What follows belongs to an exercise in optimizing a design on an open flow for small area and a short achievable clock period; a production flow would make more cautious choices. At most, simulation tests tie the RTL to the original design; equivalence was not proved.

==> v30 <==
## qrs
module qrs(
input clk,
input reset,
input signed [15:0] data_in,
output  signed [15:0] up,
output  signed [15:0] low,
output  signed [15:0] low_out,
output  signed [15:0] high,
output  signed [15:0] high_out,
output  signed [15:0] deri_out,
output  signed [15:0] sqr_out,
output  signed [15:0] avg_out,
output  signed [15:0] data_out
    );
Settings: LEC_CHECK=0, ABC_AREA=1, CAP_MARGIN=20, CORE_MARGIN=2, CORE_UTILIZATION=40, SLEW_MARGIN=20; clock period 25.0 ns.
standard.sh (not shown) runs the stock make flow with config.mk's settings and CLKGATE_MAP_FILE= SYNTH_SCRIPT=/design/flow/synth_recipe.tcl, a recipe that flattens the netlist after the stock synthesis.
==> flow/flow/run.sh <==
#!/bin/bash
# Standard layout (the standard.sh), with plain buf_2 cells as the port
# buffers and a clock tree of clkbuf_16 cells in sink clusters of up to 20,
# without dummy loads.
set -euo pipefail
export BUFFER_PORTS_ARGS="-buffer_cell sky130_fd_sc_hd__buf_2"
export CTS_ARGS="-sink_clustering_enable -repair_clock_nets -dont_use_dummy_load -buf_list sky130_fd_sc_hd__clkbuf_16 -sink_clustering_size 20 -sink_clustering_max_diameter 80"
bash standard.sh finish > standard_flow.log 2>&1
==> inputs of v13, as changes to v30 <==
--- a/flow/design.v
+++ b/flow/design.v
@@ -22,35 +22,36 @@
   end else begin
     ph <= ~ph;
     if (!ph && !cnt[4]) cnt <= cnt + 5'd1;
   end
 reg [15:0] up_r;
-always @(posedge clk, posedge reset)
-  if (reset) up_r <= 16'd0;
-  else up_r <= ph ? 16'd0 : data_in;
-assign up = up_r;
+always @(posedge clk)
+  up_r <= data_in;
+assign up = ph ? up_r : 16'd0;
 reg [7:0] xq [0:10];
 always @(posedge clk) begin
   xq[0] <= ph ? up_r[15:8] : data_in[7:0];
   for (t = 1; t < 11; t = t + 1) xq[t] <= xq[t-1];
 end
-reg [6:0] lq [0:30];
+reg [5:0] lq [0:30];
+reg lb0;                     
+reg [14:1] lbq;              
+wire [14:0] lb = {lbq, lb0};
 reg [6:0] laux;
 wire [12:0] lnew;
 always @(posedge clk, posedge reset)
   if (reset) begin
-    lq[0] <= 7'd0;
-    lq[1] <= 7'd0;
-    lq[2] <= 7'd0;
+    lq[0] <= 6'd0;
+    lb0 <= 1'b0;
   end else begin
-    lq[0] <= ph ? laux : {1'b0, lnew[12:7]};
-    lq[1] <= lq[0];
-    lq[2] <= lq[1];
+    lq[0] <= ph ? laux[5:0] : lnew[12:7];
+    if (ph) lb0 <= laux[6];
   end
 always @(posedge clk) begin
   laux <= lnew[6:0];
-  for (t = 3; t < 31; t = t + 1) lq[t] <= lq[t-1];
+  for (t = 1; t < 31; t = t + 1) lq[t] <= lq[t-1];
+  if (ph) lbq <= lb[13:0];
 end
 reg signed [13:0] m0, m1;    
 reg [15:0] h1, h2, h3;       
 wire [15:0] m0x = {{2{m0[13]}}, m0};
 wire [15:0] m1x = {{2{m1[13]}}, m1};
@@ -58,118 +59,121 @@
 wire co_hs, co_hd, co_h3;
 sk_add #(16) a_hsum(.a(m0x), .b(m1x), .ci(1'b0), .s(hsum), .co(co_hs));    
 sk_add #(16) a_hdif(.a(m0x), .b(~m1x), .ci(1'b1), .s(hdif), .co(co_hd));   
 wire [15:0] h3s, h3y;
 csa3 #(16) c_h3(.a({m0x[14:0], 1'b0}), .b(m0x), .c(~m1x), .s(h3s), .y(h3y));
-ks_add #(16) a_h3m(.a(h3s), .b({h3y[14:0], 1'b1}), .ci(1'b0), .s(h3m), .co(co_h3));  
+sk_add #(16) a_h3m(.a(h3s), .b({h3y[14:0], 1'b1}), .ci(1'b0), .s(h3m), .co(co_h3));  
 wire v3 = (cnt >= 5'd3);
 wire v6 = (cnt >= 5'd6);
 wire v16 = cnt[4];
 wire [15:0] mx3 = v3 ? {xq[3], xq[4]} : 16'd0;
 wire [15:0] mx6 = v6 ? {xq[9], xq[10]} : 16'd0;
-wire [12:0] ml16 = v16 ? {lq[30][5:0], lq[29]} : 13'd0;
+wire [12:0] ml16 = v16 ? {lq[30], lb[14], lq[29]} : 13'd0;
 wire [17:0] cc;
 wire co_cc;
-ks_add #(18) a_cc(.a({2'b0, mx6}), .b(~{1'b0, mx3, 1'b0}), .ci(1'b1), .s(cc), .co(co_cc));
+sk_add #(18) a_cc(.a({2'b0, mx6}), .b(~{1'b0, mx3, 1'b0}), .ci(1'b1), .s(cc), .co(co_cc));
 wire [14:0] md;
 wire co_md;
 rc_add #(15) a_md(.a({m0[13], m0}), .b(~{{2{ml16[12]}}, ml16}), .ci(1'b1), .s(md), .co(co_md));
 wire [20:0] c2a;
 wire co_c2;
 assign c2a[4:0] = cc[4:0];
 rc_add #(16) a_c2(.a({{3{cc[17]}}, cc[17:5]}), .b({md[14], md}), .ci(1'b0), .s(c2a[20:5]), .co(co_c2));
 wire [18:0] es, ey, ea;
 wire co_ea;
 csa3 #(19) c_ea(.a({3'b0, h3m}), .b(~{3'b0, h1}), .c(~{2'b0, h2, 1'b0}), .s(es), .y(ey));
-ks_add #(19) a_ea(.a(es), .b({ey[17:0], 1'b1}), .ci(1'b1), .s(ea), .co(co_ea));
+sk_add #(19) a_ea(.a(es), .b({ey[17:0], 1'b1}), .ci(1'b1), .s(ea), .co(co_ea));
 wire [22:0] ka;
 wire co_ka;
 assign ka[4:0] = c2a[4:0];
-rc_add #(18) a_ka(.a({{2{c2a[20]}}, c2a[20:5]}), .b(ea[18:1]), .ci(1'b0), .s(ka[22:5]), .co(co_ka));
+rc_add #(18) a_ka(.a({2'b0, c2a[20:5]}), .b(ea[18:1]), .ci(1'b0), .s(ka[22:5]), .co(co_ka));
 reg [17:0] cc_r;
 reg [12:0] ml16_r;
 reg [15:0] klo_r;
 reg [6:0] khi_r;
+reg c2hi_r;                  
+reg [15:0] c2lo_r;           
 always @(posedge clk) begin
   cc_r <= cc;
   ml16_r <= ml16;
   klo_r <= ka[15:0];
   khi_r <= ka[22:16];
+  c2hi_r <= &c2a[20:16];
+  c2lo_r <= c2a[15:0];
 end
 wire [15:0] sl;
 wire co_sl;
 ks_add #(16) a_sl(.a(data_in), .b(cc_r[15:0]), .ci(1'b0), .s(sl), .co(co_sl));
 assign lnew = {cc_r[17] ^ (cc_r[16] & co_sl), cc_r[16] ^ co_sl, sl[15:5]};
 wire [13:0] mnew;
 wire co_mn;
-ks_add #(14) a_mn(.a({lnew[12], lnew}), .b(~{ml16_r[12], ml16_r}), .ci(1'b1), .s(mnew), .co(co_mn));
+sk_add #(14) a_mn(.a({lnew[12], lnew}), .b(~{ml16_r[12], ml16_r}), .ci(1'b1), .s(mnew), .co(co_mn));
 wire [15:0] sk;
 wire co_sk;
 ks_add #(16) a_sk(.a(data_in), .b(klo_r), .ci(1'b0), .s(sk), .co(co_sk));
-wire [14:0] hna;
-wire co_hna;
-ks_add #(15) a_hna(.a({mnew[13], mnew}), .b({m0[13], m0}), .ci(1'b0), .s(hna), .co(co_hna));
-wire sa = ~ph & hna[14];
+wire [15:0] sc;
+wire co_sc;
+ks_add #(16) a_sc(.a(data_in), .b(c2lo_r), .ci(1'b0), .s(sc), .co(co_sc));
+wire c21 = co_sc & c2hi_r;
 wire [6:0] khi1 = khi_r + 7'd1;
 wire [6:0] khi = co_sk ? khi1 : khi_r;
-wire [15:0] dna = {khi[6:0], sk[15:7]};
+wire [15:0] dna = {khi[6:5] - {1'b0, c21}, khi[4:0], sk[15:7]};
 wire [18:0] t1s, t1y, t2s, t2y, tb;
 wire co_tb;
 csa3 #(19) c_t1(.a({2'b0, h3m, 1'b0}), .b({3'b0, hsum}), .c(~{3'b0, h2}), .s(t1s), .y(t1y));
 csa3 #(19) c_t2(.a(t1s), .b({t1y[17:0], 1'b1}), .c(~{2'b0, h3, 1'b0}), .s(t2s), .y(t2y));
-ks_add #(19) a_tb(.a(t2s), .b({t2y[17:0], 1'b1}), .ci(1'b0), .s(tb), .co(co_tb));
+sk_add #(19) a_tb(.a(t2s), .b({t2y[17:0], 1'b1}), .ci(1'b0), .s(tb), .co(co_tb));
 wire [15:0] dnb = tb[18:3];
-wire [15:0] dn0 = ph ? dnb : dna;
-wire [15:0] dn = {dn0[15:14] + {1'b0, sa}, dn0[13:0]};
-wire [15:0] sn0, sn;
-sq16 u_sq(.d(dn0), .q(sn0));
-assign sn = {sn0[15] ^ (sa & dn0[0]), sn0[14:0]};
+wire [15:0] dn = ph ? dnb : dna;
+wire [15:0] sn;
+sq16 u_sq(.d(dn), .q(sn));
 always @(posedge clk, posedge reset)
   if (reset) begin
     m0 <= 14'd0;
     m1 <= 14'd0;
   end else if (!ph) begin
     m0 <= mnew;
     m1 <= m0;
   end
-wire [12:0] lA  = {lq[0][5:0], laux};
-wire [12:0] lA1 = {lq[2][5:0], lq[1]};
-wire [12:0] lB  = {lq[1][5:0], lq[0]};
+wire [12:0] lA  = {lq[0], laux};
+wire [12:0] lA1 = {lq[2], lb[0], lq[1]};
+wire [12:0] lB  = {lq[1], lb[0], lq[0]};
 wire [13:0] lod;
 wire co_lo;
 sk_add #(14) a_lo(.a({lA[12], lA}), .b(~{lA1[12], lA1}), .ci(1'b1), .s(lod), .co(co_lo));
 assign low = ph ? {{3{lA[12]}}, lA} : 16'd0;
 assign low_out = ph ? {{2{lod[13]}}, lod} : {{2{lB[12]}}, lB, 1'b0};
 assign high = ph ? hdif : {m0x[14:0], 1'b0};
 wire [15:0] hcur = ph ? hsum : h3m;
 assign high_out = hcur;
 always @(posedge clk, posedge reset)
   if (reset) begin
-    h1 <= 16'd0; h2 <= 16'd0; h3 <= 16'd0;
+    h1 <= 16'd0; h2 <= 16'd0;
   end else begin
-    h1 <= hcur; h2 <= h1; h3 <= h2;
+    h1 <= hcur; h2 <= h1;
   end
+always @(posedge clk) h3 <= h2;
 reg [15:0] deri_r, sqr_r, s1;
 reg [16:0] pp;               
 wire [16:0] ppn;
 wire co_pp;
 rc_add #(17) a_pp(.a({1'b0, sqr_r}), .b({1'b0, s1}), .ci(1'b0), .s(ppn), .co(co_pp));
 always @(posedge clk, posedge reset)
   if (reset) begin
-    deri_r <= 16'd0; sqr_r <= 16'd0; s1 <= 16'd0; pp <= 17'd0;
+    deri_r <= 16'd0; sqr_r <= 16'd0; pp <= 17'd0;
   end else begin
-    deri_r <= dn; sqr_r <= sn; s1 <= sqr_r; pp <= ppn;
+    deri_r <= dn; sqr_r <= sn; pp <= ppn;
   end
+always @(posedge clk) s1 <= sqr_r;
 assign deri_out = deri_r;
 assign sqr_out = sqr_r;
 wire [15:0] avg;
 avg3 u_avg(.a(sqr_r), .b(pp), .q(avg));
 assign avg_out = avg[15:0];
 reg [15:0] dout;
-always @(posedge clk, posedge reset)
-  if (reset) dout <= 16'd0;
-  else if (!ph) dout <= avg[15:0];
+always @(posedge clk)
+  if (!ph) dout <= avg[15:0];      
 assign data_out = dout;
 endmodule
 module ks_add #(parameter N = 16) (input [N-1:0] a, input [N-1:0] b, input ci, output [N-1:0] s, output co);
   localparam L = (N <= 2) ? 1 : (N <= 4) ? 2 : (N <= 8) ? 3 : (N <= 16) ? 4 : (N <= 32) ? 5 : 6;
   wire [N-1:0] g [0:L];
==> flow/flow/run.sh (replaced) <==
#!/bin/bash
# Standard layout (the standard.sh), with plain buf_1 cells as the port
# buffers, a clock tree of clkbuf_16 cells in sink clusters of up to 30
# without dummy loads, and timing repair asked to leave 15.9 ns of setup slack.
set -euo pipefail
export BUFFER_PORTS_ARGS="-buffer_cell sky130_fd_sc_hd__buf_1"
export CTS_ARGS="-sink_clustering_enable -repair_clock_nets -dont_use_dummy_load -buf_list sky130_fd_sc_hd__clkbuf_16 -sink_clustering_size 30 -sink_clustering_max_diameter 100"
bash standard.sh SETUP_SLACK_MARGIN=15.9 finish > standard_flow.log 2>&1
==> key figures <==
Clock network
  • Worst skew pair latency: 0.62 ns
  • H-Tree Depth: 1

Critical path
  • Buf/Inv on CP: 6

Outcome
  • Outcome: complete, no violations

Yosys
  • Synth Warn #: 9

Final layout
  • Seq_cells: 533
Source of the figures above: v13

==> key figures <==
Outcome
  • Outcome: complete, no violations

Clock network
  • H-Tree Depth: 2
  • Worst skew pair latency: 0.58 ns

Critical path
  • CP most frequent cell: fa_1
  • Buf/Inv on CP: 2

Yosys
  • Synth Warn #: 11

Timing
  • Fin Hold WS: 0.303 ns
Source of the figures above: v30

For v30, only the layout was checked, not whether the RTL still works.

-- static timing again, ports no longer ideal --
No port has a modelled driver above. Below, the same layouts with a new extraction and two added sets of constraints. Step 1: set_driving_cell puts a clkbuf_16 on clk and a buf_2 on each other input, an assumption about the parent block. Step 2, shift: input delay + t, output delay - t, t = (earliest + latest rising clock arrival at the registers) / 2. This alone moves slack from input paths to output paths. Three values: no drivers, after step 1, after step 2; two values: the first two.
run | shift t [ns] | slack for setup (ns) | latest minus earliest clock arrival (ns) | worst slew at a driven data input, ns
v30 | 0.605 | 14.942 / 14.942 / 14.522 | 0.077 / 0.077 | 0.07
v13 | 0.633 | 16.043 / 16.061 / 15.454 | 0.109 / 0.109 | 0.03
After both steps setup and hold are still met in every run listed. The setup slack of v13, which loses most, moves by +0.018 ns with the drivers and by -0.589 ns with both steps.
